Background: an optimization exercise with open tools, aiming at small area. Do not read the settings as production practice.
RTL that was checked went through simulation tests only; none was proved equivalent to the original.
No activity file was given, so power comes from the tool's default toggle rates.

==> flow/design.v (excerpt) <==
module SingleCycleRiscV(
    input clk,
    input reset,
    output [31:0] pc,
    input  [31:0] instr,
    output [31:0] dmem_addr,
    output        dmem_re,
    output [3:0]  dmem_wmask,
    output [31:0] dmem_wdata,
    input  [31:0] dmem_rdata
);
==> module BlkC, before the edit <==
module BlkC(input [2:0] p, g, input ci, output c1, c2, c3);
assign c1 = g[0] | (p[0] & ci);
assign c2 = g[1] | (p[1] & c1);
assign c3 = g[2] | (p[2] & c2);
endmodule
clock: 12.0 ns
lec_check: 0
cap_margin: 10
core_margin: 2
core_utilization: 45
place_density: 0.65
setup_slack_margin: 0.1
slew_margin: 10
synth_hierarchical: 1
standard.sh (not shown) runs the stock make flow with config.mk's settings and CLKGATE_MAP_FILE= SYNTH_SCRIPT=/design/flow/synth_recipe.tcl, a recipe that flattens the netlist after the stock synthesis.
==> flow/flow/run.sh <==
#!/bin/bash
# The standard layout (standard.sh, unchanged synthesis and steps) with two
# settings passed through the environment:
#  - port buffers are buf_1 cells instead of the default clkdlybuf4s50_1
#  - clock tree synthesis without dummy loads and with larger sink clusters
# make's full output goes to standard.log in the work folder; the tools' own
# logs stay under orfs/logs.
set -euo pipefail
export BUFFER_PORTS_ARGS="-buffer_cell sky130_fd_sc_hd__buf_1"
export CTS_ARGS="-sink_clustering_enable -repair_clock_nets -dont_use_dummy_load -buf_list sky130_fd_sc_hd__clkbuf_8 -sink_clustering_size 13 -sink_clustering_max_diameter 80"
bash standard.sh > standard.log 2>&1
Next try:
--- a/flow/design.v
+++ b/flow/design.v
@@ -124,11 +124,11 @@
 assign G = g[3] | (p[3] & g2);
 assign P = &p;
 endmodule
 module BlkC(input [2:0] p, g, input ci, output c1, c2, c3);
-assign c1 = g[0] | (p[0] & ci);
-assign c2 = g[1] | (p[1] & c1);
-assign c3 = g[2] | (p[2] & c2);
+PreG u1(.Gh(g[0]), .Ph(p[0]), .Gl(ci), .G(c1));
+PreG u2(.Gh(g[1]), .Ph(p[1]), .Gl(c1), .G(c2));
+PreG u3(.Gh(g[2]), .Ph(p[2]), .Gl(c2), .G(c3));
 endmodule
 module PreGP(input Gh, Ph, Gl, Pl, output G, P);
 assign G = Gh | (Ph & Gl);
 assign P = Ph & Pl;
Outcome:
- The new run completed without violations
- global-route usage drops by 0.81 points
- final area is about the same
- clock skew drops by 22 ps
- setup slack improved by 220 ps
- non-clock buffer count climbs by 1

========
SingleCycleRiscV, a different RTL version from the one above (not shown whole).
For scale: roughly 4000 cells after synthesis, roughly 170 I/O pins, about 0.045 mm^2 of cells after synthesis.
==> module SingleCycleRiscV, before the edit <==
module SingleCycleRiscV(
    input clk,
    input reset,
    output [31:0] pc,
    input  [31:0] instr,
    output [31:0] dmem_addr,
    output        dmem_re,
    output [3:0]  dmem_wmask,
    output [31:0] dmem_wdata,
    input  [31:0] dmem_rdata
);
reg [31:1] pcReg;
wire [31:0] pcFull = {pcReg, 1'b0};
assign pc = pcFull;
wire [6:0] op = instr[6:0];
wire [2:0] f3 = instr[14:12];
wire isOp     = op == 7'b0110011;
wire isOpImm  = op == 7'b0010011;
wire isLoad   = op == 7'b0000011;
wire isStore  = op == 7'b0100011;
wire isBranch = op == 7'b1100011;
wire isJal    = op == 7'b1101111;
wire isJalr   = op == 7'b1100111;
wire isAlu    = isOp | isOpImm;
wire regWrite = isAlu | isLoad | isJal | isJalr;
wire f3is000  = f3 == 3'b000;
wire f7ok     = !instr[31] && instr[29:25] == 5'b0;
wire [31:0] a, r2, writeData;
RegisterFile rf(
    .clk(clk), .reset(reset), .regWrite(regWrite),
    .rs1(instr[19:15]), .rs2(instr[24:20]), .rd(instr[11:7]),
    .writeData(writeData), .rd1(a), .rd2(r2)
);
wire s = instr[31];
wire [31:0] imm = {{21{s}}, instr[30:25], isStore ? instr[11:7] : instr[24:20]};
wire selR = isOp | isBranch;
wire sub  = isBranch | (isOp & f3is000 & instr[30]);
wire [31:0] b = selR ? (r2 ^ {32{sub}}) : imm;
genvar i;
wire [31:0] p = a ^ b;
wire [31:0] g = a & b;
wire [32:0] cc;
assign cc[0] = sub;
Cla32 aluc(.p(p), .g(g), .cin(sub), .c(cc[32:1]));
wire [31:0] sum = p ^ cc[31:0];
wire eq  = &p;
wire ltu = !cc[32];
wire lt  = p[31] ? sum[31] : g[31];
wire cnd = f3[2] ? (f3[1] ? ltu : lt) : eq;
wire taken = isBranch & (f3[2] | !f3[1]) & (cnd ^ f3[0]);
wire [31:0] pc4;
wire [31:3] c4;
assign pc4[1:0] = pcFull[1:0];
assign pc4[2] = !pcFull[2];
assign c4[3] = pcFull[2];
generate
    for (i = 3; i < 31; i = i + 1) begin : inc
        Ha h(.a(pcFull[i]), .b(c4[i]), .s(pc4[i]), .c(c4[i+1]));
    end
endgenerate
assign pc4[31] = pcFull[31] ^ c4[31];
wire [31:0] immBJ = isJal ? {{12{s}}, instr[19:12], instr[20], instr[30:21], 1'b0}
                          : {{20{s}}, instr[7], instr[30:25], instr[11:8], 1'b0};
wire [31:0] tP, tG;
wire [32:0] tc;
assign tP[1:0] = 2'b00; assign tG[1:0] = 2'b00;
generate
    for (i = 2; i < 32; i = i + 2) begin : tpe
        assign tP[i] = pcFull[i] ^ immBJ[i];
        assign tG[i] = pcFull[i] & immBJ[i];
        PGn po(.a(pcFull[i+1]), .b(immBJ[i+1]), .pn(tP[i+1]), .gn(tG[i+1]));
    end
endgenerate
wire c2 = pcFull[1] & immBJ[1];
assign tc[2] = c2;
CarryChain #(15) pcc(.pg_p(tP[31:2]), .pg_g(tG[31:2]), .cin(c2), .cc(tc[32:3]));
wire [31:0] pcImm;
assign pcImm[0] = 1'b0;
assign pcImm[1] = pcFull[1] ^ immBJ[1];
generate
    for (i = 2; i < 32; i = i + 2) begin : tsum
        assign pcImm[i] = tP[i] ^ tc[i];
        assign pcImm[i+1] = tP[i+1] ^ tc[i+1];
    end
endgenerate
wire sSum = isAlu & f3is000 & (isOpImm | f7ok);
wire sP   = isAlu & f3[2] & !f3[0];                  
wire sG   = isAlu & f3[2] & f3[1];                   
wire sLink = isJal | isJalr;
wire ldB = isLoad & f3 == 3'b000;
wire ldH = isLoad & f3 == 3'b001;
wire ldW = isLoad & f3 == 3'b010;
wire [31:0] ld = {dmem_rdata[31:16] & {16{ldW}},
                  dmem_rdata[15:8] & {8{ldW | ldH}},
                  dmem_rdata[7:0] & {8{ldW | ldH | ldB}}};
wire ext8  = ldB & dmem_rdata[7];
wire ext16 = ext8 | (ldH & dmem_rdata[15]);
wire [31:0] ext = {{16{ext16}}, {8{ext8}}, 8'b0};
assign writeData = (sum & {32{sSum}}) | (p & {32{sP}}) | (g & {32{sG}}) |
                   (pc4 & {32{sLink}}) | ld | ext;
assign dmem_addr  = sum;
assign dmem_re    = isLoad;
assign dmem_wdata = r2;
assign dmem_wmask = {{2{isStore & f3 == 3'b010}},
                     isStore & (f3 == 3'b001 | f3 == 3'b010),
                     isStore & (f3 == 3'b000 | f3 == 3'b001 | f3 == 3'b010)};
wire selImm = isJal | taken;
wire sel4   = !(isJal | isJalr | taken);
wire [31:1] pcNext = (sum[31:1] & {31{isJalr}}) | (pcImm[31:1] & {31{selImm}}) |
                     (pc4[31:1] & {31{sel4}});
always @(posedge clk or posedge reset) begin
    if (reset)
        pcReg <= 31'b0;
    else
        pcReg <= pcNext;
end
endmodule
export LEC_CHECK = 0
export CAP_MARGIN = 20
export CORE_MARGIN = 2
export CORE_UTILIZATION = 40
export PLACE_DENSITY = 0.5
export SETUP_SLACK_MARGIN = 0.1
export SLEW_MARGIN = 20
export SYNTH_HIERARCHICAL = 1
create_clock -name core_clock -period 12.0 [get_ports {clk}]
==> flow/flow/run.sh <==
#!/bin/bash
# The standard layout (standard.sh, unchanged synthesis and steps) with two
# settings passed through the environment:
#  - port buffers are buf_1 cells instead of the default clkdlybuf4s50_1
#  - clock tree synthesis without dummy loads and with larger sink clusters
# make's full output goes to standard.log in the work folder; the tools' own
# logs stay under orfs/logs.
set -euo pipefail
export BUFFER_PORTS_ARGS="-buffer_cell sky130_fd_sc_hd__buf_1"
export CTS_ARGS="-sink_clustering_enable -repair_clock_nets -dont_use_dummy_load -buf_list sky130_fd_sc_hd__clkbuf_8 -sink_clustering_size 12 -sink_clustering_max_diameter 80"
bash standard.sh > standard.log 2>&1
Edit:
--- a/flow/design.v
+++ b/flow/design.v
@@ -228,7 +228,8 @@
 wire [31:0] imm = {{21{s}}, instr[30:25], isStore ? instr[11:7] : instr[24:20]};
 wire selR = isOp | isBranch;
 wire sub  = isBranch | (isOp & f3is000 & instr[30]);
-wire [31:0] b = selR ? (r2 ^ {32{sub}}) : imm;
+wire [31:0] k = selR ? {32{sub}} : imm;
+wire [31:0] b = (r2 & {32{selR}}) ^ k;
 genvar i;
 wire [31:0] p = a ^ b;
 wire [31:0] g = a & b;
After rerunning: The new run finished clean; clock power hardly moves; final cell count drops by 0.49%; clock skew went down by 0.021 ns; maximum frequency falls by 3.2%; hold slack is better by 0.014 ns; setup slack gets worse by 0.37 ns; routed wire length goes up by 2.7%; global-route usage climbs by 1.1 points.
No functional check of the RTL was part of the first run of this note.

-- afterwards: timing with drivers on the ports --
The flow's constraints put no driver on any port. The routed layouts listed below were extracted and timed again, unchanged, in two steps. Step 1, drivers: a clkbuf_16 drives clk and a buf_2 each remaining input, both assumed. Step 2 adds t to the input delays and takes it off the output delays; t is the mean of the earliest and latest rising clock arrival at the registers after step 1. Input paths then give back, and output paths get back, about the clock's delay inside the block. Slacks: ideal / step 1 / step 2; pairs: ideal / step 1.
| run | shift t [ns] | setup WS [ns] | worst hold slack (ns) | worst setup path at the end | clock arrival spread, ns |
|---|---|---|---|---|---|
| the first run of note 1 | 0.855 | 0.559 / 0.521 / 0.521 | 0.473 / 0.473 / 0.473 | input to output | 0.097 / 0.097 |
| the second run of note 1 | 0.846 | 0.779 / 0.753 / 0.753 | 0.475 / 0.475 / 0.475 | input to output | 0.076 / 0.076 |
| the first run of note 2 | 0.863 | 1.114 / 1.053 / 1.053 | 0.465 / 0.465 / 0.465 | input to output | 0.103 / 0.103 |
| the second run of note 2 | 0.853 | 0.749 / 0.679 / 0.679 | 0.479 / 0.479 / 0.479 | input to output | 0.083 / 0.082 |
After both steps setup and hold are still met in every run listed. The setup slack of the second run of note 2, which loses most, moves by -0.070 ns with the drivers and by -0.070 ns with both steps.
